Source: an optimization exercise on an open RTL-to-GDS flow (aim: small area and a short achievable clock period). Production flows keep margins and buffers that such runs may drop.
Function was not checked in any run shown here: the RTL went through the layout flow alone.
Power and IR drop assume default switching activity.

## flow/design.v (module list and top-level ports; edited modules follow where they fit)
// module and64: 7 lines
// module or64: 7 lines
// module xnor64: 7 lines
// module xor64_by_1: 7 lines
// module comp_sign_extend: 7 lines
// module set_lsb: 6 lines
// module vadder64: 15 lines
// module shift64: 398 lines
// module lt65: 7 lines
// module gt65: 7 lines
// module mux8_to_1_x64: 38 lines
// module alu64: 536 lines
// module alu64_sync: 60 lines
module alu64_sync(
    input clk,
    input en,
    input MD,
    input [2:0] OP,
    input [63:0] R1,
    input [63:0] R2,
    output reg EQ,
    output reg GT,
    output reg LT,
    output reg OVR,
    output [63:0] Q
    );
  // ...
==> flow/flow/run.sh <==
#!/bin/bash
# Standard ORFS layout (the standard.sh), with the port buffers made from the
# smallest buffer cell instead of the one buffer_ports picks by default.
set -euo pipefail
bash standard.sh BUFFER_PORTS_ARGS="-buffer_cell sky130_fd_sc_hd__buf_1" finish > standard.log 2>&1
==> flow/standard.sh <==
#!/bin/bash
# synth_recipe.tcl (not shown) runs the flow's synth.tcl, then flattens the netlist and writes it again
# the make line also repeats each setting of config.mk as NAME=value (left out here)
make -C /OpenROAD-flow-scripts/flow DESIGN_CONFIG=/design/flow/config.mk WORK_HOME=/design/flow/orfs CLKGATE_MAP_FILE= SYNTH_SCRIPT=/design/flow/synth_recipe.tcl "${@:-finish}"
==> flow/config.mk <==
export PLATFORM = sky130hd
export DESIGN_NAME = alu64_sync
export DESIGN_NICKNAME = alu64_sync
export VERILOG_FILES = /design/flow/design.v
export SDC_FILE = /design/flow/constraint.sdc
export NUM_CORES = 4
export LEC_CHECK = 0
export ABC_AREA = 1
export CAP_MARGIN = 20
export CORE_MARGIN = 2
export CORE_UTILIZATION = 50
export CTS_BUF_LIST = sky130_fd_sc_hd__clkbuf_4 sky130_fd_sc_hd__clkbuf_8
export SETUP_SLACK_MARGIN = 1.7
export SLEW_MARGIN = 20
==> flow/constraint.sdc <==
create_clock -name core_clock -period 4.0 [get_ports {clk}]
set_input_delay 0.8000 -clock core_clock [delete_from_list [all_inputs] [get_ports {clk}]]
set_output_delay 0.8000 -clock core_clock [all_outputs]
set_load 0.01 [all_outputs]
==> key figures, run 1 <==
Synth
  • Syn_nets: 2956
  • Count of cell types in the netlist: 57
  • Share of Yosys cell area claimed by the top area cell type: 21.20%
  • Seq/Total Area, Yosys: 20.59%
  • FF+latch count, synth: 163
  • Synthesis Warnings: 1
  • Mean Syn Cell Area: 5.646 um2

STA
  • Fmax achieved: 0.3979 GHz
  • Max-slew violations: 0
  • Final setup margin: 1.487 ns
  • Final setup TNS: 0 ns
  • Normalized max-slew margin: 44.15%
  • Final Setup Violations: 0

Outcome
  • Status: complete, no violations

Cells and area
  • Nets: 3093
  • Non-clock buffering overhead: 8.871%
  • Commonest non-fill, non-tap cell in the layout: nand2_1

Worst setup path
  • Cell depth of the worst setup path: 5
  • Critical-path cell list: clkbuf_16 -> o21ai_0 -> nand2_1 -> o21ai_0 -> buf_2
  • CP endpoint kind: primary output
  • CP top delay family: flip-flops

Clocking
  • Root Driver: clkbuf_8
  • Worst-Skew Late Latency: 0.49 ns
  • Post_cts resized: 74
  • CTS tree: done
  • H-Tree Depth: 4

Drt
  • Iteration-0 DRC Markers: 2592
  • Top layer in use: met5

Min path
  • WHS Endpoint: OVR
  • Worst hold path type: reg2reg

Global routing
  • Gr usage total: 39.12%

Floorplanning
  • Die extent in x: 182.0 um
  • Total Die Area: 33130 um2

Power
  • P_seq: 1.96 mW

Placed design
  • Placed Area: 16820 um2
==> module alu64_sync, before the edit <==
module alu64_sync(
    input clk,
    input en,
    input MD,
    input [2:0] OP,
    input [63:0] R1,
    input [63:0] R2,
    output reg EQ,
    output reg GT,
    output reg LT,
    output reg OVR,
    output [63:0] Q
    );
	reg [63:0] D_r;
	reg [5:1] V_r;
	reg FILL_r, REV_r, ADD_r, SLT_r, SGT_r, LT_r, EQ_r, OVR_r;
	reg [15:1] BC_r;
	reg [63:0] Q2;
	reg REV2;
	reg V52, FILL2;
	wire [63:0] D_w, S_w;
	wire [5:0] V_w;
	wire FILL_w, REV_w, ADD_w, SLT_w, SGT_w, LT_w, EQ_w, OVR_w;
	wire [15:1] BC_w;
	wire GT_1 = ~(LT_r | EQ_r);
	always @(posedge clk)
	begin
		D_r <= D_w;
		V_r <= V_w[5:1];
		FILL_r <= FILL_w;
		REV_r <= REV_w;
		ADD_r <= ADD_w;
		BC_r <= BC_w;
		SLT_r <= SLT_w;
		SGT_r <= SGT_w;
		LT_r <= LT_w;
		EQ_r <= EQ_w;
		OVR_r <= OVR_w;
		EQ <= EQ_r;
		GT <= GT_1;
		LT <= LT_r;
		OVR <= OVR_r;
		Q2 <= {S_w[63:1], S_w[0] | (SLT_r & LT_r) | (SGT_r & GT_1)};
		REV2 <= REV_r;
		V52 <= V_r[5];
		FILL2 <= FILL_r;
	end
	wire [63:0] T2 = V52 ? {{32{FILL2}}, Q2[63:32]} : Q2;
	genvar i;
	generate for (i = 0; i < 64; i = i + 1) begin : g_q
		assign Q[i] = REV2 ? T2[63 - i] : T2[i];
	end endgenerate
	alu64 u_front (
		.en(en), .MD(MD), .OP(OP), .R1(R1), .R2(R2),
		.D(D_w), .V(V_w), .FILL(FILL_w), .REV(REV_w), .ADD(ADD_w), .BC(BC_w),
		.SLT(SLT_w), .SGT(SGT_w), .LT(LT_w), .EQ(EQ_w), .OVR(OVR_w));
	shift64 u_back (
		.D(D_r), .V({1'b0, V_r[4:1], 1'b0}), .FILL(FILL_r), .REV(REV_r), .ADD(ADD_r), .BC(BC_r),
		.S(S_w));
endmodule
==> inputs of run 2 (changes only) <==
--- a/flow/design.v
+++ b/flow/design.v
@@ -130,81 +130,146 @@
     assign fl[56] = BC[14];
     assign fl[57] = BC[14] & (&D[56:56]);
     assign fl[58] = BC[14] & (&D[57:56]);
     assign fl[59] = BC[14] & (&D[58:56]);
     assign fl[60] = BC[15];
     assign fl[61] = BC[15] & (&D[60:60]);
     assign fl[62] = BC[15] & (&D[61:60]);
     assign fl[63] = BC[15] & (&D[62:60]);
+    wire [63:0] sr0;
+    assign sr0[0] = V[0] ? D[1] : D[0];
+    assign sr0[1] = V[0] ? D[2] : D[1];
+    assign sr0[2] = V[0] ? D[3] : D[2];
+    assign sr0[3] = V[0] ? D[4] : D[3];
+    assign sr0[4] = V[0] ? D[5] : D[4];
+    assign sr0[5] = V[0] ? D[6] : D[5];
+    assign sr0[6] = V[0] ? D[7] : D[6];
+    assign sr0[7] = V[0] ? D[8] : D[7];
+    assign sr0[8] = V[0] ? D[9] : D[8];
+    assign sr0[9] = V[0] ? D[10] : D[9];
+    assign sr0[10] = V[0] ? D[11] : D[10];
+    assign sr0[11] = V[0] ? D[12] : D[11];
+    assign sr0[12] = V[0] ? D[13] : D[12];
+    assign sr0[13] = V[0] ? D[14] : D[13];
+    assign sr0[14] = V[0] ? D[15] : D[14];
+    assign sr0[15] = V[0] ? D[16] : D[15];
+    assign sr0[16] = V[0] ? D[17] : D[16];
+    assign sr0[17] = V[0] ? D[18] : D[17];
+    assign sr0[18] = V[0] ? D[19] : D[18];
+    assign sr0[19] = V[0] ? D[20] : D[19];
+    assign sr0[20] = V[0] ? D[21] : D[20];
+    assign sr0[21] = V[0] ? D[22] : D[21];
+    assign sr0[22] = V[0] ? D[23] : D[22];
+    assign sr0[23] = V[0] ? D[24] : D[23];
+    assign sr0[24] = V[0] ? D[25] : D[24];
+    assign sr0[25] = V[0] ? D[26] : D[25];
+    assign sr0[26] = V[0] ? D[27] : D[26];
+    assign sr0[27] = V[0] ? D[28] : D[27];
+    assign sr0[28] = V[0] ? D[29] : D[28];
+    assign sr0[29] = V[0] ? D[30] : D[29];
+    assign sr0[30] = V[0] ? D[31] : D[30];
+    assign sr0[31] = V[0] ? D[32] : D[31];
+    assign sr0[32] = V[0] ? D[33] : D[32];
+    assign sr0[33] = V[0] ? D[34] : D[33];
+    assign sr0[34] = V[0] ? D[35] : D[34];
+    assign sr0[35] = V[0] ? D[36] : D[35];
+    assign sr0[36] = V[0] ? D[37] : D[36];
+    assign sr0[37] = V[0] ? D[38] : D[37];
+    assign sr0[38] = V[0] ? D[39] : D[38];
+    assign sr0[39] = V[0] ? D[40] : D[39];
+    assign sr0[40] = V[0] ? D[41] : D[40];
+    assign sr0[41] = V[0] ? D[42] : D[41];
+    assign sr0[42] = V[0] ? D[43] : D[42];
+    assign sr0[43] = V[0] ? D[44] : D[43];
+    assign sr0[44] = V[0] ? D[45] : D[44];
+    assign sr0[45] = V[0] ? D[46] : D[45];
+    assign sr0[46] = V[0] ? D[47] : D[46];
+    assign sr0[47] = V[0] ? D[48] : D[47];
+    assign sr0[48] = V[0] ? D[49] : D[48];
+    assign sr0[49] = V[0] ? D[50] : D[49];
+    assign sr0[50] = V[0] ? D[51] : D[50];
+    assign sr0[51] = V[0] ? D[52] : D[51];
+    assign sr0[52] = V[0] ? D[53] : D[52];
+    assign sr0[53] = V[0] ? D[54] : D[53];
+    assign sr0[54] = V[0] ? D[55] : D[54];
+    assign sr0[55] = V[0] ? D[56] : D[55];
+    assign sr0[56] = V[0] ? D[57] : D[56];
+    assign sr0[57] = V[0] ? D[58] : D[57];
+    assign sr0[58] = V[0] ? D[59] : D[58];
+    assign sr0[59] = V[0] ? D[60] : D[59];
+    assign sr0[60] = V[0] ? D[61] : D[60];
+    assign sr0[61] = V[0] ? D[62] : D[61];
+    assign sr0[62] = V[0] ? D[63] : D[62];
+    assign sr0[63] = V[0] ? FILL : D[63];
     wire [63:0] sr1;
-    assign sr1[0] = V[1] ? D[2] : D[0];
-    assign sr1[1] = V[1] ? D[3] : D[1];
-    assign sr1[2] = V[1] ? D[4] : D[2];
-    assign sr1[3] = V[1] ? D[5] : D[3];
-    assign sr1[4] = V[1] ? D[6] : D[4];
-    assign sr1[5] = V[1] ? D[7] : D[5];
-    assign sr1[6] = V[1] ? D[8] : D[6];
-    assign sr1[7] = V[1] ? D[9] : D[7];
-    assign sr1[8] = V[1] ? D[10] : D[8];
-    assign sr1[9] = V[1] ? D[11] : D[9];
-    assign sr1[10] = V[1] ? D[12] : D[10];
-    assign sr1[11] = V[1] ? D[13] : D[11];
-    assign sr1[12] = V[1] ? D[14] : D[12];
-    assign sr1[13] = V[1] ? D[15] : D[13];
-    assign sr1[14] = V[1] ? D[16] : D[14];
-    assign sr1[15] = V[1] ? D[17] : D[15];
-    assign sr1[16] = V[1] ? D[18] : D[16];
-    assign sr1[17] = V[1] ? D[19] : D[17];
-    assign sr1[18] = V[1] ? D[20] : D[18];
-    assign sr1[19] = V[1] ? D[21] : D[19];
-    assign sr1[20] = V[1] ? D[22] : D[20];
-    assign sr1[21] = V[1] ? D[23] : D[21];
-    assign sr1[22] = V[1] ? D[24] : D[22];
-    assign sr1[23] = V[1] ? D[25] : D[23];
-    assign sr1[24] = V[1] ? D[26] : D[24];
-    assign sr1[25] = V[1] ? D[27] : D[25];
-    assign sr1[26] = V[1] ? D[28] : D[26];
-    assign sr1[27] = V[1] ? D[29] : D[27];
-    assign sr1[28] = V[1] ? D[30] : D[28];
-    assign sr1[29] = V[1] ? D[31] : D[29];
-    assign sr1[30] = V[1] ? D[32] : D[30];
-    assign sr1[31] = V[1] ? D[33] : D[31];
-    assign sr1[32] = V[1] ? D[34] : D[32];
-    assign sr1[33] = V[1] ? D[35] : D[33];
-    assign sr1[34] = V[1] ? D[36] : D[34];
-    assign sr1[35] = V[1] ? D[37] : D[35];
-    assign sr1[36] = V[1] ? D[38] : D[36];
-    assign sr1[37] = V[1] ? D[39] : D[37];
-    assign sr1[38] = V[1] ? D[40] : D[38];
-    assign sr1[39] = V[1] ? D[41] : D[39];
-    assign sr1[40] = V[1] ? D[42] : D[40];
-    assign sr1[41] = V[1] ? D[43] : D[41];
-    assign sr1[42] = V[1] ? D[44] : D[42];
-    assign sr1[43] = V[1] ? D[45] : D[43];
-    assign sr1[44] = V[1] ? D[46] : D[44];
-    assign sr1[45] = V[1] ? D[47] : D[45];
-    assign sr1[46] = V[1] ? D[48] : D[46];
-    assign sr1[47] = V[1] ? D[49] : D[47];
-    assign sr1[48] = V[1] ? D[50] : D[48];
-    assign sr1[49] = V[1] ? D[51] : D[49];
-    assign sr1[50] = V[1] ? D[52] : D[50];
-    assign sr1[51] = V[1] ? D[53] : D[51];
-    assign sr1[52] = V[1] ? D[54] : D[52];
-    assign sr1[53] = V[1] ? D[55] : D[53];
-    assign sr1[54] = V[1] ? D[56] : D[54];
-    assign sr1[55] = V[1] ? D[57] : D[55];
-    assign sr1[56] = V[1] ? D[58] : D[56];
-    assign sr1[57] = V[1] ? D[59] : D[57];
-    assign sr1[58] = V[1] ? D[60] : D[58];
-    assign sr1[59] = V[1] ? D[61] : D[59];
-    assign sr1[60] = V[1] ? D[62] : D[60];
-    assign sr1[61] = V[1] ? D[63] : D[61];
-    assign sr1[62] = V[1] ? FILL : D[62];
-    assign sr1[63] = V[1] ? FILL : D[63];
+    assign sr1[0] = V[1] ? sr0[2] : sr0[0];
+    assign sr1[1] = V[1] ? sr0[3] : sr0[1];
+    assign sr1[2] = V[1] ? sr0[4] : sr0[2];
+    assign sr1[3] = V[1] ? sr0[5] : sr0[3];
+    assign sr1[4] = V[1] ? sr0[6] : sr0[4];
+    assign sr1[5] = V[1] ? sr0[7] : sr0[5];
+    assign sr1[6] = V[1] ? sr0[8] : sr0[6];
+    assign sr1[7] = V[1] ? sr0[9] : sr0[7];
+    assign sr1[8] = V[1] ? sr0[10] : sr0[8];
+    assign sr1[9] = V[1] ? sr0[11] : sr0[9];
+    assign sr1[10] = V[1] ? sr0[12] : sr0[10];
+    assign sr1[11] = V[1] ? sr0[13] : sr0[11];
+    assign sr1[12] = V[1] ? sr0[14] : sr0[12];
+    assign sr1[13] = V[1] ? sr0[15] : sr0[13];
+    assign sr1[14] = V[1] ? sr0[16] : sr0[14];
+    assign sr1[15] = V[1] ? sr0[17] : sr0[15];
+    assign sr1[16] = V[1] ? sr0[18] : sr0[16];
+    assign sr1[17] = V[1] ? sr0[19] : sr0[17];
+    assign sr1[18] = V[1] ? sr0[20] : sr0[18];
+    assign sr1[19] = V[1] ? sr0[21] : sr0[19];
+    assign sr1[20] = V[1] ? sr0[22] : sr0[20];
+    assign sr1[21] = V[1] ? sr0[23] : sr0[21];
+    assign sr1[22] = V[1] ? sr0[24] : sr0[22];
+    assign sr1[23] = V[1] ? sr0[25] : sr0[23];
+    assign sr1[24] = V[1] ? sr0[26] : sr0[24];
+    assign sr1[25] = V[1] ? sr0[27] : sr0[25];
+    assign sr1[26] = V[1] ? sr0[28] : sr0[26];
+    assign sr1[27] = V[1] ? sr0[29] : sr0[27];
+    assign sr1[28] = V[1] ? sr0[30] : sr0[28];
+    assign sr1[29] = V[1] ? sr0[31] : sr0[29];
+    assign sr1[30] = V[1] ? sr0[32] : sr0[30];
+    assign sr1[31] = V[1] ? sr0[33] : sr0[31];
+    assign sr1[32] = V[1] ? sr0[34] : sr0[32];
+    assign sr1[33] = V[1] ? sr0[35] : sr0[33];
+    assign sr1[34] = V[1] ? sr0[36] : sr0[34];
+    assign sr1[35] = V[1] ? sr0[37] : sr0[35];
+    assign sr1[36] = V[1] ? sr0[38] : sr0[36];
+    assign sr1[37] = V[1] ? sr0[39] : sr0[37];
+    assign sr1[38] = V[1] ? sr0[40] : sr0[38];
+    assign sr1[39] = V[1] ? sr0[41] : sr0[39];
+    assign sr1[40] = V[1] ? sr0[42] : sr0[40];
+    assign sr1[41] = V[1] ? sr0[43] : sr0[41];
+    assign sr1[42] = V[1] ? sr0[44] : sr0[42];
+    assign sr1[43] = V[1] ? sr0[45] : sr0[43];
+    assign sr1[44] = V[1] ? sr0[46] : sr0[44];
+    assign sr1[45] = V[1] ? sr0[47] : sr0[45];
+    assign sr1[46] = V[1] ? sr0[48] : sr0[46];
+    assign sr1[47] = V[1] ? sr0[49] : sr0[47];
+    assign sr1[48] = V[1] ? sr0[50] : sr0[48];
+    assign sr1[49] = V[1] ? sr0[51] : sr0[49];
+    assign sr1[50] = V[1] ? sr0[52] : sr0[50];
+    assign sr1[51] = V[1] ? sr0[53] : sr0[51];
+    assign sr1[52] = V[1] ? sr0[54] : sr0[52];
+    assign sr1[53] = V[1] ? sr0[55] : sr0[53];
+    assign sr1[54] = V[1] ? sr0[56] : sr0[54];
+    assign sr1[55] = V[1] ? sr0[57] : sr0[55];
+    assign sr1[56] = V[1] ? sr0[58] : sr0[56];
+    assign sr1[57] = V[1] ? sr0[59] : sr0[57];
+    assign sr1[58] = V[1] ? sr0[60] : sr0[58];
+    assign sr1[59] = V[1] ? sr0[61] : sr0[59];
+    assign sr1[60] = V[1] ? sr0[62] : sr0[60];
+    assign sr1[61] = V[1] ? sr0[63] : sr0[61];
+    assign sr1[62] = V[1] ? FILL : sr0[62];
+    assign sr1[63] = V[1] ? FILL : sr0[63];
     wire [63:0] sr2;
     assign sr2[0] = V[2] ? sr1[4] : sr1[0];
     assign sr2[1] = V[2] ? sr1[5] : sr1[1];
     assign sr2[2] = V[2] ? sr1[6] : sr1[2];
     assign sr2[3] = V[2] ? sr1[7] : sr1[3];
     assign sr2[4] = V[2] ? sr1[8] : sr1[4];
     assign sr2[5] = V[2] ? sr1[9] : sr1[5];
     assign sr2[6] = V[2] ? sr1[10] : sr1[6];
@@ -953,140 +1018,137 @@
     assign EQ = MD ? eq1 : eq0;
     wire s_add = en & (OP == 3'b000);
     wire s_shl = en & (OP == 3'b001);
     wire s_shr = en & (OP == 3'b101);
     wire op_x = en & (OP == 3'b100);
     wire op_o = en & (OP == 3'b110);
     wire op_a = en & (OP == 3'b111);
     wire pas = ~en;
-    wire sh0 = b[0];
-    wire shr_a = s_shr & ~sh0;    
-    wire shr_b = s_shr & sh0;     
-    wire shl_a = s_shl & ~sh0;    
-    wire shl_b = s_shl & sh0;     
+    wire shr_a = s_shr;
+    wire shl_a = s_shl;
     wire t01 = op_x | op_o;
     wire t10 = op_x | op_o | pas | shr_a;
     wire t11 = op_o | op_a | pas | shr_a;
     assign SLT = en & (OP == 3'b010);
     assign SGT = en & (OP == 3'b011);
     assign ADD = s_add;
     assign REV = s_shl;
     assign FILL = s_shr & MD & a[63];
-    assign V = {(s_shl | s_shr) ? b[5:1] : 5'd0, 1'b0};
+    assign V = (s_shl | s_shr) ? b[5:0] : 6'd0;
     assign BC[1] = s_add & bc[1];
     assign BC[2] = s_add & bc[2];
     assign BC[3] = s_add & bc[3];
     assign BC[4] = s_add & bc[4];
     assign BC[5] = s_add & bc[5];
     assign BC[6] = s_add & bc[6];
     assign BC[7] = s_add & bc[7];
     assign BC[8] = s_add & bc[8];
     assign BC[9] = s_add & bc[9];
     assign BC[10] = s_add & bc[10];
     assign BC[11] = s_add & bc[11];
     assign BC[12] = s_add & bc[12];
     assign BC[13] = s_add & bc[13];
     assign BC[14] = s_add & bc[14];
     assign BC[15] = s_add & bc[15];
-    assign D[0] = (s_add & s0[0]) | (b[0] ? (a[0] ? t11 : t01) : (a[0] & t10)) | (shl_a & a[63]) | (shr_b & a[1]) | (shl_b & a[62]);
-    assign D[1] = (s_add & s0[1]) | (b[1] ? (a[1] ? t11 : t01) : (a[1] & t10)) | (shl_a & a[62]) | (shr_b & a[2]) | (shl_b & a[61]);
-    assign D[2] = (s_add & s0[2]) | (b[2] ? (a[2] ? t11 : t01) : (a[2] & t10)) | (shl_a & a[61]) | (shr_b & a[3]) | (shl_b & a[60]);
-    assign D[3] = (s_add & s0[3]) | (b[3] ? (a[3] ? t11 : t01) : (a[3] & t10)) | (shl_a & a[60]) | (shr_b & a[4]) | (shl_b & a[59]);
-    assign D[4] = (s_add & s0[4]) | (b[4] ? (a[4] ? t11 : t01) : (a[4] & t10)) | (shl_a & a[59]) | (shr_b & a[5]) | (shl_b & a[58]);
-    assign D[5] = (s_add & s0[5]) | (b[5] ? (a[5] ? t11 : t01) : (a[5] & t10)) | (shl_a & a[58]) | (shr_b & a[6]) | (shl_b & a[57]);
-    assign D[6] = (s_add & s0[6]) | (b[6] ? (a[6] ? t11 : t01) : (a[6] & t10)) | (shl_a & a[57]) | (shr_b & a[7]) | (shl_b & a[56]);
-    assign D[7] = (s_add & s0[7]) | (b[7] ? (a[7] ? t11 : t01) : (a[7] & t10)) | (shl_a & a[56]) | (shr_b & a[8]) | (shl_b & a[55]);
-    assign D[8] = (s_add & s0[8]) | (b[8] ? (a[8] ? t11 : t01) : (a[8] & t10)) | (shl_a & a[55]) | (shr_b & a[9]) | (shl_b & a[54]);
-    assign D[9] = (s_add & s0[9]) | (b[9] ? (a[9] ? t11 : t01) : (a[9] & t10)) | (shl_a & a[54]) | (shr_b & a[10]) | (shl_b & a[53]);
-    assign D[10] = (s_add & s0[10]) | (b[10] ? (a[10] ? t11 : t01) : (a[10] & t10)) | (shl_a & a[53]) | (shr_b & a[11]) | (shl_b & a[52]);
-    assign D[11] = (s_add & s0[11]) | (b[11] ? (a[11] ? t11 : t01) : (a[11] & t10)) | (shl_a & a[52]) | (shr_b & a[12]) | (shl_b & a[51]);
-    assign D[12] = (s_add & s0[12]) | (b[12] ? (a[12] ? t11 : t01) : (a[12] & t10)) | (shl_a & a[51]) | (shr_b & a[13]) | (shl_b & a[50]);
-    assign D[13] = (s_add & s0[13]) | (b[13] ? (a[13] ? t11 : t01) : (a[13] & t10)) | (shl_a & a[50]) | (shr_b & a[14]) | (shl_b & a[49]);
-    assign D[14] = (s_add & s0[14]) | (b[14] ? (a[14] ? t11 : t01) : (a[14] & t10)) | (shl_a & a[49]) | (shr_b & a[15]) | (shl_b & a[48]);
-    assign D[15] = (s_add & s0[15]) | (b[15] ? (a[15] ? t11 : t01) : (a[15] & t10)) | (shl_a & a[48]) | (shr_b & a[16]) | (shl_b & a[47]);
-    assign D[16] = (s_add & s0[16]) | (b[16] ? (a[16] ? t11 : t01) : (a[16] & t10)) | (shl_a & a[47]) | (shr_b & a[17]) | (shl_b & a[46]);
-    assign D[17] = (s_add & s0[17]) | (b[17] ? (a[17] ? t11 : t01) : (a[17] & t10)) | (shl_a & a[46]) | (shr_b & a[18]) | (shl_b & a[45]);
-    assign D[18] = (s_add & s0[18]) | (b[18] ? (a[18] ? t11 : t01) : (a[18] & t10)) | (shl_a & a[45]) | (shr_b & a[19]) | (shl_b & a[44]);
-    assign D[19] = (s_add & s0[19]) | (b[19] ? (a[19] ? t11 : t01) : (a[19] & t10)) | (shl_a & a[44]) | (shr_b & a[20]) | (shl_b & a[43]);
-    assign D[20] = (s_add & s0[20]) | (b[20] ? (a[20] ? t11 : t01) : (a[20] & t10)) | (shl_a & a[43]) | (shr_b & a[21]) | (shl_b & a[42]);
-    assign D[21] = (s_add & s0[21]) | (b[21] ? (a[21] ? t11 : t01) : (a[21] & t10)) | (shl_a & a[42]) | (shr_b & a[22]) | (shl_b & a[41]);
-    assign D[22] = (s_add & s0[22]) | (b[22] ? (a[22] ? t11 : t01) : (a[22] & t10)) | (shl_a & a[41]) | (shr_b & a[23]) | (shl_b & a[40]);
-    assign D[23] = (s_add & s0[23]) | (b[23] ? (a[23] ? t11 : t01) : (a[23] & t10)) | (shl_a & a[40]) | (shr_b & a[24]) | (shl_b & a[39]);
-    assign D[24] = (s_add & s0[24]) | (b[24] ? (a[24] ? t11 : t01) : (a[24] & t10)) | (shl_a & a[39]) | (shr_b & a[25]) | (shl_b & a[38]);
-    assign D[25] = (s_add & s0[25]) | (b[25] ? (a[25] ? t11 : t01) : (a[25] & t10)) | (shl_a & a[38]) | (shr_b & a[26]) | (shl_b & a[37]);
-    assign D[26] = (s_add & s0[26]) | (b[26] ? (a[26] ? t11 : t01) : (a[26] & t10)) | (shl_a & a[37]) | (shr_b & a[27]) | (shl_b & a[36]);
-    assign D[27] = (s_add & s0[27]) | (b[27] ? (a[27] ? t11 : t01) : (a[27] & t10)) | (shl_a & a[36]) | (shr_b & a[28]) | (shl_b & a[35]);
-    assign D[28] = (s_add & s0[28]) | (b[28] ? (a[28] ? t11 : t01) : (a[28] & t10)) | (shl_a & a[35]) | (shr_b & a[29]) | (shl_b & a[34]);
-    assign D[29] = (s_add & s0[29]) | (b[29] ? (a[29] ? t11 : t01) : (a[29] & t10)) | (shl_a & a[34]) | (shr_b & a[30]) | (shl_b & a[33]);
-    assign D[30] = (s_add & s0[30]) | (b[30] ? (a[30] ? t11 : t01) : (a[30] & t10)) | (shl_a & a[33]) | (shr_b & a[31]) | (shl_b & a[32]);
-    assign D[31] = (s_add & s0[31]) | (b[31] ? (a[31] ? t11 : t01) : (a[31] & t10)) | (shl_a & a[32]) | (shr_b & a[32]) | (shl_b & a[31]);
-    assign D[32] = (s_add & s0[32]) | (b[32] ? (a[32] ? t11 : t01) : (a[32] & t10)) | (shl_a & a[31]) | (shr_b & a[33]) | (shl_b & a[30]);
-    assign D[33] = (s_add & s0[33]) | (b[33] ? (a[33] ? t11 : t01) : (a[33] & t10)) | (shl_a & a[30]) | (shr_b & a[34]) | (shl_b & a[29]);
-    assign D[34] = (s_add & s0[34]) | (b[34] ? (a[34] ? t11 : t01) : (a[34] & t10)) | (shl_a & a[29]) | (shr_b & a[35]) | (shl_b & a[28]);
-    assign D[35] = (s_add & s0[35]) | (b[35] ? (a[35] ? t11 : t01) : (a[35] & t10)) | (shl_a & a[28]) | (shr_b & a[36]) | (shl_b & a[27]);
-    assign D[36] = (s_add & s0[36]) | (b[36] ? (a[36] ? t11 : t01) : (a[36] & t10)) | (shl_a & a[27]) | (shr_b & a[37]) | (shl_b & a[26]);
-    assign D[37] = (s_add & s0[37]) | (b[37] ? (a[37] ? t11 : t01) : (a[37] & t10)) | (shl_a & a[26]) | (shr_b & a[38]) | (shl_b & a[25]);
-    assign D[38] = (s_add & s0[38]) | (b[38] ? (a[38] ? t11 : t01) : (a[38] & t10)) | (shl_a & a[25]) | (shr_b & a[39]) | (shl_b & a[24]);
-    assign D[39] = (s_add & s0[39]) | (b[39] ? (a[39] ? t11 : t01) : (a[39] & t10)) | (shl_a & a[24]) | (shr_b & a[40]) | (shl_b & a[23]);
-    assign D[40] = (s_add & s0[40]) | (b[40] ? (a[40] ? t11 : t01) : (a[40] & t10)) | (shl_a & a[23]) | (shr_b & a[41]) | (shl_b & a[22]);
-    assign D[41] = (s_add & s0[41]) | (b[41] ? (a[41] ? t11 : t01) : (a[41] & t10)) | (shl_a & a[22]) | (shr_b & a[42]) | (shl_b & a[21]);
-    assign D[42] = (s_add & s0[42]) | (b[42] ? (a[42] ? t11 : t01) : (a[42] & t10)) | (shl_a & a[21]) | (shr_b & a[43]) | (shl_b & a[20]);
-    assign D[43] = (s_add & s0[43]) | (b[43] ? (a[43] ? t11 : t01) : (a[43] & t10)) | (shl_a & a[20]) | (shr_b & a[44]) | (shl_b & a[19]);
-    assign D[44] = (s_add & s0[44]) | (b[44] ? (a[44] ? t11 : t01) : (a[44] & t10)) | (shl_a & a[19]) | (shr_b & a[45]) | (shl_b & a[18]);
-    assign D[45] = (s_add & s0[45]) | (b[45] ? (a[45] ? t11 : t01) : (a[45] & t10)) | (shl_a & a[18]) | (shr_b & a[46]) | (shl_b & a[17]);
-    assign D[46] = (s_add & s0[46]) | (b[46] ? (a[46] ? t11 : t01) : (a[46] & t10)) | (shl_a & a[17]) | (shr_b & a[47]) | (shl_b & a[16]);
-    assign D[47] = (s_add & s0[47]) | (b[47] ? (a[47] ? t11 : t01) : (a[47] & t10)) | (shl_a & a[16]) | (shr_b & a[48]) | (shl_b & a[15]);
-    assign D[48] = (s_add & s0[48]) | (b[48] ? (a[48] ? t11 : t01) : (a[48] & t10)) | (shl_a & a[15]) | (shr_b & a[49]) | (shl_b & a[14]);
-    assign D[49] = (s_add & s0[49]) | (b[49] ? (a[49] ? t11 : t01) : (a[49] & t10)) | (shl_a & a[14]) | (shr_b & a[50]) | (shl_b & a[13]);
-    assign D[50] = (s_add & s0[50]) | (b[50] ? (a[50] ? t11 : t01) : (a[50] & t10)) | (shl_a & a[13]) | (shr_b & a[51]) | (shl_b & a[12]);
-    assign D[51] = (s_add & s0[51]) | (b[51] ? (a[51] ? t11 : t01) : (a[51] & t10)) | (shl_a & a[12]) | (shr_b & a[52]) | (shl_b & a[11]);
-    assign D[52] = (s_add & s0[52]) | (b[52] ? (a[52] ? t11 : t01) : (a[52] & t10)) | (shl_a & a[11]) | (shr_b & a[53]) | (shl_b & a[10]);
-    assign D[53] = (s_add & s0[53]) | (b[53] ? (a[53] ? t11 : t01) : (a[53] & t10)) | (shl_a & a[10]) | (shr_b & a[54]) | (shl_b & a[9]);
-    assign D[54] = (s_add & s0[54]) | (b[54] ? (a[54] ? t11 : t01) : (a[54] & t10)) | (shl_a & a[9]) | (shr_b & a[55]) | (shl_b & a[8]);
-    assign D[55] = (s_add & s0[55]) | (b[55] ? (a[55] ? t11 : t01) : (a[55] & t10)) | (shl_a & a[8]) | (shr_b & a[56]) | (shl_b & a[7]);
-    assign D[56] = (s_add & s0[56]) | (b[56] ? (a[56] ? t11 : t01) : (a[56] & t10)) | (shl_a & a[7]) | (shr_b & a[57]) | (shl_b & a[6]);
-    assign D[57] = (s_add & s0[57]) | (b[57] ? (a[57] ? t11 : t01) : (a[57] & t10)) | (shl_a & a[6]) | (shr_b & a[58]) | (shl_b & a[5]);
-    assign D[58] = (s_add & s0[58]) | (b[58] ? (a[58] ? t11 : t01) : (a[58] & t10)) | (shl_a & a[5]) | (shr_b & a[59]) | (shl_b & a[4]);
-    assign D[59] = (s_add & s0[59]) | (b[59] ? (a[59] ? t11 : t01) : (a[59] & t10)) | (shl_a & a[4]) | (shr_b & a[60]) | (shl_b & a[3]);
-    assign D[60] = (s_add & s0[60]) | (b[60] ? (a[60] ? t11 : t01) : (a[60] & t10)) | (shl_a & a[3]) | (shr_b & a[61]) | (shl_b & a[2]);
-    assign D[61] = (s_add & s0[61]) | (b[61] ? (a[61] ? t11 : t01) : (a[61] & t10)) | (shl_a & a[2]) | (shr_b & a[62]) | (shl_b & a[1]);
-    assign D[62] = (s_add & s0[62]) | (b[62] ? (a[62] ? t11 : t01) : (a[62] & t10)) | (shl_a & a[1]) | (shr_b & a[63]) | (shl_b & a[0]);
-    assign D[63] = (s_add & s0[63]) | (b[63] ? (a[63] ? t11 : t01) : (a[63] & t10)) | (shl_a & a[0]) | (shr_b & MD & a[63]) | (shl_b & 1'b0);
+    assign D[0] = (s_add & s0[0]) | (b[0] ? (a[0] ? t11 : t01) : (a[0] & t10)) | (shl_a & a[63]);
+    assign D[1] = (s_add & s0[1]) | (b[1] ? (a[1] ? t11 : t01) : (a[1] & t10)) | (shl_a & a[62]);
+    assign D[2] = (s_add & s0[2]) | (b[2] ? (a[2] ? t11 : t01) : (a[2] & t10)) | (shl_a & a[61]);
+    assign D[3] = (s_add & s0[3]) | (b[3] ? (a[3] ? t11 : t01) : (a[3] & t10)) | (shl_a & a[60]);
+    assign D[4] = (s_add & s0[4]) | (b[4] ? (a[4] ? t11 : t01) : (a[4] & t10)) | (shl_a & a[59]);
+    assign D[5] = (s_add & s0[5]) | (b[5] ? (a[5] ? t11 : t01) : (a[5] & t10)) | (shl_a & a[58]);
+    assign D[6] = (s_add & s0[6]) | (b[6] ? (a[6] ? t11 : t01) : (a[6] & t10)) | (shl_a & a[57]);
+    assign D[7] = (s_add & s0[7]) | (b[7] ? (a[7] ? t11 : t01) : (a[7] & t10)) | (shl_a & a[56]);
+    assign D[8] = (s_add & s0[8]) | (b[8] ? (a[8] ? t11 : t01) : (a[8] & t10)) | (shl_a & a[55]);
+    assign D[9] = (s_add & s0[9]) | (b[9] ? (a[9] ? t11 : t01) : (a[9] & t10)) | (shl_a & a[54]);
+    assign D[10] = (s_add & s0[10]) | (b[10] ? (a[10] ? t11 : t01) : (a[10] & t10)) | (shl_a & a[53]);
+    assign D[11] = (s_add & s0[11]) | (b[11] ? (a[11] ? t11 : t01) : (a[11] & t10)) | (shl_a & a[52]);
+    assign D[12] = (s_add & s0[12]) | (b[12] ? (a[12] ? t11 : t01) : (a[12] & t10)) | (shl_a & a[51]);
+    assign D[13] = (s_add & s0[13]) | (b[13] ? (a[13] ? t11 : t01) : (a[13] & t10)) | (shl_a & a[50]);
+    assign D[14] = (s_add & s0[14]) | (b[14] ? (a[14] ? t11 : t01) : (a[14] & t10)) | (shl_a & a[49]);
+    assign D[15] = (s_add & s0[15]) | (b[15] ? (a[15] ? t11 : t01) : (a[15] & t10)) | (shl_a & a[48]);
+    assign D[16] = (s_add & s0[16]) | (b[16] ? (a[16] ? t11 : t01) : (a[16] & t10)) | (shl_a & a[47]);
+    assign D[17] = (s_add & s0[17]) | (b[17] ? (a[17] ? t11 : t01) : (a[17] & t10)) | (shl_a & a[46]);
+    assign D[18] = (s_add & s0[18]) | (b[18] ? (a[18] ? t11 : t01) : (a[18] & t10)) | (shl_a & a[45]);
+    assign D[19] = (s_add & s0[19]) | (b[19] ? (a[19] ? t11 : t01) : (a[19] & t10)) | (shl_a & a[44]);
+    assign D[20] = (s_add & s0[20]) | (b[20] ? (a[20] ? t11 : t01) : (a[20] & t10)) | (shl_a & a[43]);
+    assign D[21] = (s_add & s0[21]) | (b[21] ? (a[21] ? t11 : t01) : (a[21] & t10)) | (shl_a & a[42]);
+    assign D[22] = (s_add & s0[22]) | (b[22] ? (a[22] ? t11 : t01) : (a[22] & t10)) | (shl_a & a[41]);
+    assign D[23] = (s_add & s0[23]) | (b[23] ? (a[23] ? t11 : t01) : (a[23] & t10)) | (shl_a & a[40]);
+    assign D[24] = (s_add & s0[24]) | (b[24] ? (a[24] ? t11 : t01) : (a[24] & t10)) | (shl_a & a[39]);
+    assign D[25] = (s_add & s0[25]) | (b[25] ? (a[25] ? t11 : t01) : (a[25] & t10)) | (shl_a & a[38]);
+    assign D[26] = (s_add & s0[26]) | (b[26] ? (a[26] ? t11 : t01) : (a[26] & t10)) | (shl_a & a[37]);
+    assign D[27] = (s_add & s0[27]) | (b[27] ? (a[27] ? t11 : t01) : (a[27] & t10)) | (shl_a & a[36]);
+    assign D[28] = (s_add & s0[28]) | (b[28] ? (a[28] ? t11 : t01) : (a[28] & t10)) | (shl_a & a[35]);
+    assign D[29] = (s_add & s0[29]) | (b[29] ? (a[29] ? t11 : t01) : (a[29] & t10)) | (shl_a & a[34]);
+    assign D[30] = (s_add & s0[30]) | (b[30] ? (a[30] ? t11 : t01) : (a[30] & t10)) | (shl_a & a[33]);
+    assign D[31] = (s_add & s0[31]) | (b[31] ? (a[31] ? t11 : t01) : (a[31] & t10)) | (shl_a & a[32]);
+    assign D[32] = (s_add & s0[32]) | (b[32] ? (a[32] ? t11 : t01) : (a[32] & t10)) | (shl_a & a[31]);
+    assign D[33] = (s_add & s0[33]) | (b[33] ? (a[33] ? t11 : t01) : (a[33] & t10)) | (shl_a & a[30]);
+    assign D[34] = (s_add & s0[34]) | (b[34] ? (a[34] ? t11 : t01) : (a[34] & t10)) | (shl_a & a[29]);
+    assign D[35] = (s_add & s0[35]) | (b[35] ? (a[35] ? t11 : t01) : (a[35] & t10)) | (shl_a & a[28]);
+    assign D[36] = (s_add & s0[36]) | (b[36] ? (a[36] ? t11 : t01) : (a[36] & t10)) | (shl_a & a[27]);
+    assign D[37] = (s_add & s0[37]) | (b[37] ? (a[37] ? t11 : t01) : (a[37] & t10)) | (shl_a & a[26]);
+    assign D[38] = (s_add & s0[38]) | (b[38] ? (a[38] ? t11 : t01) : (a[38] & t10)) | (shl_a & a[25]);
+    assign D[39] = (s_add & s0[39]) | (b[39] ? (a[39] ? t11 : t01) : (a[39] & t10)) | (shl_a & a[24]);
+    assign D[40] = (s_add & s0[40]) | (b[40] ? (a[40] ? t11 : t01) : (a[40] & t10)) | (shl_a & a[23]);
+    assign D[41] = (s_add & s0[41]) | (b[41] ? (a[41] ? t11 : t01) : (a[41] & t10)) | (shl_a & a[22]);
+    assign D[42] = (s_add & s0[42]) | (b[42] ? (a[42] ? t11 : t01) : (a[42] & t10)) | (shl_a & a[21]);
+    assign D[43] = (s_add & s0[43]) | (b[43] ? (a[43] ? t11 : t01) : (a[43] & t10)) | (shl_a & a[20]);
+    assign D[44] = (s_add & s0[44]) | (b[44] ? (a[44] ? t11 : t01) : (a[44] & t10)) | (shl_a & a[19]);
+    assign D[45] = (s_add & s0[45]) | (b[45] ? (a[45] ? t11 : t01) : (a[45] & t10)) | (shl_a & a[18]);
+    assign D[46] = (s_add & s0[46]) | (b[46] ? (a[46] ? t11 : t01) : (a[46] & t10)) | (shl_a & a[17]);
+    assign D[47] = (s_add & s0[47]) | (b[47] ? (a[47] ? t11 : t01) : (a[47] & t10)) | (shl_a & a[16]);
+    assign D[48] = (s_add & s0[48]) | (b[48] ? (a[48] ? t11 : t01) : (a[48] & t10)) | (shl_a & a[15]);
+    assign D[49] = (s_add & s0[49]) | (b[49] ? (a[49] ? t11 : t01) : (a[49] & t10)) | (shl_a & a[14]);
+    assign D[50] = (s_add & s0[50]) | (b[50] ? (a[50] ? t11 : t01) : (a[50] & t10)) | (shl_a & a[13]);
+    assign D[51] = (s_add & s0[51]) | (b[51] ? (a[51] ? t11 : t01) : (a[51] & t10)) | (shl_a & a[12]);
+    assign D[52] = (s_add & s0[52]) | (b[52] ? (a[52] ? t11 : t01) : (a[52] & t10)) | (shl_a & a[11]);
+    assign D[53] = (s_add & s0[53]) | (b[53] ? (a[53] ? t11 : t01) : (a[53] & t10)) | (shl_a & a[10]);
+    assign D[54] = (s_add & s0[54]) | (b[54] ? (a[54] ? t11 : t01) : (a[54] & t10)) | (shl_a & a[9]);
+    assign D[55] = (s_add & s0[55]) | (b[55] ? (a[55] ? t11 : t01) : (a[55] & t10)) | (shl_a & a[8]);
+    assign D[56] = (s_add & s0[56]) | (b[56] ? (a[56] ? t11 : t01) : (a[56] & t10)) | (shl_a & a[7]);
+    assign D[57] = (s_add & s0[57]) | (b[57] ? (a[57] ? t11 : t01) : (a[57] & t10)) | (shl_a & a[6]);
+    assign D[58] = (s_add & s0[58]) | (b[58] ? (a[58] ? t11 : t01) : (a[58] & t10)) | (shl_a & a[5]);
+    assign D[59] = (s_add & s0[59]) | (b[59] ? (a[59] ? t11 : t01) : (a[59] & t10)) | (shl_a & a[4]);
+    assign D[60] = (s_add & s0[60]) | (b[60] ? (a[60] ? t11 : t01) : (a[60] & t10)) | (shl_a & a[3]);
+    assign D[61] = (s_add & s0[61]) | (b[61] ? (a[61] ? t11 : t01) : (a[61] & t10)) | (shl_a & a[2]);
+    assign D[62] = (s_add & s0[62]) | (b[62] ? (a[62] ? t11 : t01) : (a[62] & t10)) | (shl_a & a[1]);
+    assign D[63] = (s_add & s0[63]) | (b[63] ? (a[63] ? t11 : t01) : (a[63] & t10)) | (shl_a & a[0]);
 endmodule
 `timescale 1ns / 1ps
 module alu64_sync(
     input clk,
     input en,
     input MD,
     input [2:0] OP,
     input [63:0] R1,
     input [63:0] R2,
     output reg EQ,
     output reg GT,
     output reg LT,
     output reg OVR,
     output [63:0] Q
     );
 	reg [63:0] D_r;
-	reg [5:1] V_r;
+	reg [5:0] V_r;
 	reg FILL_r, REV_r, ADD_r, SLT_r, SGT_r, LT_r, EQ_r, OVR_r;
 	reg [15:1] BC_r;
 	reg [63:0] Q2;
 	reg REV2;
 	reg V52, FILL2;
 	wire [63:0] D_w, S_w;
 	wire [5:0] V_w;
 	wire FILL_w, REV_w, ADD_w, SLT_w, SGT_w, LT_w, EQ_w, OVR_w;
 	wire [15:1] BC_w;
 	wire GT_1 = ~(LT_r | EQ_r);
 	always @(posedge clk)
 	begin
 		D_r <= D_w;
-		V_r <= V_w[5:1];
+		V_r <= V_w[5:0];
 		FILL_r <= FILL_w;
 		REV_r <= REV_w;
 		ADD_r <= ADD_w;
 		BC_r <= BC_w;
 		SLT_r <= SLT_w;
 		SGT_r <= SGT_w;
 		LT_r <= LT_w;
 		EQ_r <= EQ_w;
@@ -1105,11 +1167,11 @@
 	generate for (i = 0; i < 64; i = i + 1) begin : g_q
 		assign Q[i] = REV2 ? T2[63 - i] : T2[i];
 	end endgenerate
 	alu64 u_front (
 		.en(en), .MD(MD), .OP(OP), .R1(R1), .R2(R2),
 		.D(D_w), .V(V_w), .FILL(FILL_w), .REV(REV_w), .ADD(ADD_w), .BC(BC_w),
 		.SLT(SLT_w), .SGT(SGT_w), .LT(LT_w), .EQ(EQ_w), .OVR(OVR_w));
 	shift64 u_back (
-		.D(D_r), .V({1'b0, V_r[4:1], 1'b0}), .FILL(FILL_r), .REV(REV_r), .ADD(ADD_r), .BC(BC_r),
+		.D(D_r), .V({1'b0, V_r[4:0]}), .FILL(FILL_r), .REV(REV_r), .ADD(ADD_r), .BC(BC_r),
 		.S(S_w));
 endmodule
==> run 2 against run 1 <==
Compared with the run above: register-to-register slack got worse by 0.02 ns; power is 0.97% higher; non-clock buffer count up 15; worst setup slack better by 0.035 ns; sequential power about the same; hold slack improved by 0.0084 ns; synthesized cell count rose by 7.0%; critical endpoint is now Q[5].
==> key figures, run 2 <==
Outcome
  • Status: complete, no violations (unchanged)

Clocking
  • Worst-path clk slew: 0.08 ns (was 0.10 ns)
  • Root Driver: clkbuf_8 (unchanged)
  • Hold_buf cts: 0 (unchanged)
  • Worst-Skew Late Latency: 0.51 ns (was 0.49 ns)
  • CTS Buf Count: 17 (unchanged)
  • CTS Sinks: 164 (was 163)
  • CTS tree: done (unchanged)
  • Clock Path Buffers: 2 (unchanged)
  • H-Tree Depth: 4 (unchanged)

Worst setup path
  • CP endpoint kind: primary output (unchanged)
  • FF-to-FF setup slack: 1.72 ns (was 1.74 ns)
  • WP data arrival: 1.68 ns (was 1.71 ns)
  • Worst-path fanout max: 24 (unchanged)
  • Setup crit start: V52 (unchanged)
  • CP startpoint kind: flip-flop (unchanged)
  • Required time of the worst setup path: 3.20 ns (about the same)
  • WS Path Type: reg2out (unchanged)
  • FF-to-FF Start: V_r[0] (was V_r[1])

STA
  • Final setup TNS: 0 ns (unchanged)
  • Post-route clock period utilization: 61.96% (was 62.83%)
  • Unrepaired setup endpoints after global routing: yes (unchanged)
  • Max-slew violations: 0 (unchanged)
  • Fmax achieved: 0.4035 GHz (was 0.3979 GHz)
  • Normalized max-slew margin: 32.50% (was 44.15%)
  • Final Setup Violations: 0 (unchanged)
  • Post-route minimum period: 2.479 ns (was 2.513 ns)
  • Hold slack: 0.3313 ns (was 0.3229 ns)
  • Final setup margin: 1.521 ns (was 1.487 ns)
  • Fin. Hold Viols: 0 (unchanged)
  • Worst slew pin tran: 1.012 ns (was 0.8378 ns)
  • Worst Skew: 0.02677 ns (was 0.02332 ns)

Floorplanning
  • Chip height: 185.2 um (was 182.0 um)
  • Die extent in x: 185.2 um (was 182.0 um)
  • Site row count: 66 (was 65)
  • Initial Util: 50.61% (was 50.48%)
  • # IOs: 202 (unchanged)
  • Total Die Area: 34310 um2 (was 33130 um2)
  • Core ar.: 32450 um2 (was 31390 um2)

Cells and area
  • Most frequent cells in the layout: nand2_1, o21ai_0, inv_1 (unchanged)
  • Nets: 3292 (was 3093)
  • Regs by FF count: D_r: 64 flops, Q2: 64 flops, BC_r: 15 flops (unchanged)
  • Area occupied by multi-input gates: 11550 um2 (was 11230 um2)
  • Register area: 3293 um2 (was 3273 um2)
  • Commonest non-fill, non-tap cell in the layout: nand2_1 (unchanged)
  • Share of cells above drive strength 1: 10.78% (was 12.31%)
  • Fillers: 3482 (was 3237)
  • Cell area after layout: 18810 um2 (was 18360 um2)
  • Synth-to-Final Area Change: 14.53% (was 15.88%)

Global routing
  • Vias in the first global route: 18160 (was 17820)
  • Largest net degree at the start of global routing: 66 (was 65)
  • First-pass GRT wire length: 102400 um (was 100500 um)
  • Initial antenna violation count: 5 (was 13)
  • Gr usage total: 39.70% (was 39.12%)
  • Congestion Overflow GR: 0 (unchanged)

Power
  • PD cells: 299.4 nW/um2 (was 303.7 nW/um2)
  • Pleak: 9.317 nW (was 8.744 nW)
  • Maximum VDD drop: 0.0001479 V (was 0.0002051 V)
  • Power Total: 5.631 mW (was 5.576 mW)

Placed design
  • IO buf count: 201 (unchanged)
  • Pre-CTS setup slack: 0.6745 ns (was 0.7560 ns)
  • Gpl congestion: 1.014 (was 1.012)
  • Placed Area: 17450 um2 (was 16820 um2)
  • DP HPWL: 53770 um (was 49310 um)

Synth
  • Most frequent cells after synthesis: nand2_1, o21ai_0, inv_1 (unchanged)
  • Synth Flop Type: dfxtp_1 (unchanged)
  • Dominant cell type by area after synthesis: nand2_1 (unchanged)
  • Seq/Total Area, Yosys: 19.99% (was 20.59%)
  • Top post-synthesis cells by area: nand2_1, dfxtp_1, o21ai_0 (unchanged)
  • Post-synthesis cell count: 3003 (was 2807)
  • Asr flop ratio synth: 0% (unchanged)
  • Cell Area, Synth: 16420 um2 (was 15850 um2)
  • Count of cell types in the netlist: 55 (was 57)
  • Share of Yosys cell area claimed by the top area cell type: 24.66% (was 21.20%)
  • Synthesis Warnings: 1 (unchanged)
  • Number of flops mapped to enable cells by yosys: 0 (unchanged)
  • Mean Syn Cell Area: 5.469 um2 (was 5.646 um2)
  • Count leader, synth: nand2_1 (unchanged)
  • Syn_nets: 3152 (was 2956)
  • FF+latch count, synth: 164 (was 163)

Drt
  • Antenna viol nets, final: 0 (unchanged)
  • Vias: 20880 (was 20440)
  • Drc violations: 0 (unchanged)
  • Router iterations before antenna repair: 9 (was 6)
  • Iteration-0 DRC Markers: 2300 (was 2592)
  • Vias per cell: 5.799 (was 6.086)
  • WL/cell: 19.80 um (was 20.44 um)
  • Routed wire length: 71290 um (was 68660 um)

Job
  • Max_cap viols: 0 (unchanged)

Min path
  • Worst hold path type: reg2reg (unchanged)
  • HP Start: V_r[5] (was OVR_r)
-- run 2: final timing paths --
path,cells past startpoint,endpoint
worst max-delay path,5,Q[5]
worst min register to register,0,V52
worst min-delay path,0,V52
worst max register to register,9,Q2[35]
-- run 2: worst max-delay path: stages, from the launching register on --
cell       delay, ns
dfxtp_4         0.43
clkbuf_16       0.22
o21ai_0         0.22
nand2_1         0.07
o21ai_0         0.07
buf_1           0.17
-- run 2: repair_timing --
item                                   in CTS  in global routing
setup endpoints to repair                 152                138
pin swaps                                   0                  9
setup buffers                               5                 20
endpoints found under the hold margin       0                  0
cloned                                      3                  8
gates resized for setup                    75                205
-- run 2: cell type report --
type	count	share of cell area [%]
Multi-Input combinational cell	2359	61.41
Sequential cell	164	17.51
Timing Repair Buffer	275	9.160
Inverter	325	6.739
Tap cell	442	2.940
Clock buffer	21	1.470
Clock inverter	10	0.6586
Timing Repair inverter	1	0.05987
Antenna cell	4	0.05322
-- run 2: per-stage QoR --
| stage | std cells | utilization, % |
|---|---|---|
| 2_1_floorplan | 3003 | - |
| 3_3_place_gp | 3530 | 53.76 |
| 3_5_place_dp | 3530 | 53.76 |
| 4_1_cts | 3569 | 55.89 |
| 5_1_grt | 3597 | 57.93 |
| 6_report | 3601 | 57.96 |
-- run 2: per-layer routing --
layer  vias to the layer above  GRT usage, %  wire (um)
met2                      1112         65.91      32140
met1                      9425         46.83      26900
li1                      10110             -          -
met4                         2         28.06       5733
met5                         -             0         13
met3                       237         6.017       6506
-- run 2: power breakdown --
| part | leakage (nW) | switching, mW | internal, mW |
|---|---|---|---|
| Clock | 0.200 | 0.638 | 0.603 |
| Sequential | 1.37 | 0.121 | 1.84 |
| Combinational | 7.74 | 1.65 | 0.776 |
-- run 2: kinds of logic after synthesis --
group / share of synthesized area [%]
AO/OA/AOI/OAI: 22.31
XOR/XNOR: 1.882
adder cells (fa/ha/maj): 1.143
buffers and inverters: 11.62
flip-flops: 19.99
multiplexers: 2.925
AND/OR/NAND/NOR: 40.13

static timing again, ports no longer ideal:
The results above use ideal ports. As a check the final layouts listed here were re-extracted and re-timed, cells and wires unchanged. Step 1: set_driving_cell puts a clkbuf_16 on clk and a buf_2 on each other input, an assumption about the parent block. Step 2 also shifts input and output timing later by t, the mid clock arrival at the registers, as if the neighbouring blocks saw the same clock. a / b / c = ideal ports / drivers / drivers and shift; a / b = the first two.
| run | t (ns) | setup WS [ns] | hold slack, ns | worst data-port slew with drivers (ns) | pins driven straight from the clock port |
|---|---|---|---|---|---|
| run 1 | 0.520 | 1.487 / 1.439 / 1.165 | 0.323 / 0.323 / 0.323 | 0.06 | 1 |
| run 2 | 0.541 | 1.521 / 1.475 / 1.223 | 0.331 / 0.331 / 0.331 | 0.11 | 1 |
After both steps setup and hold are still met in every run listed. The setup slack of run 1, which loses most, moves by -0.048 ns with the drivers and by -0.322 ns with both steps.
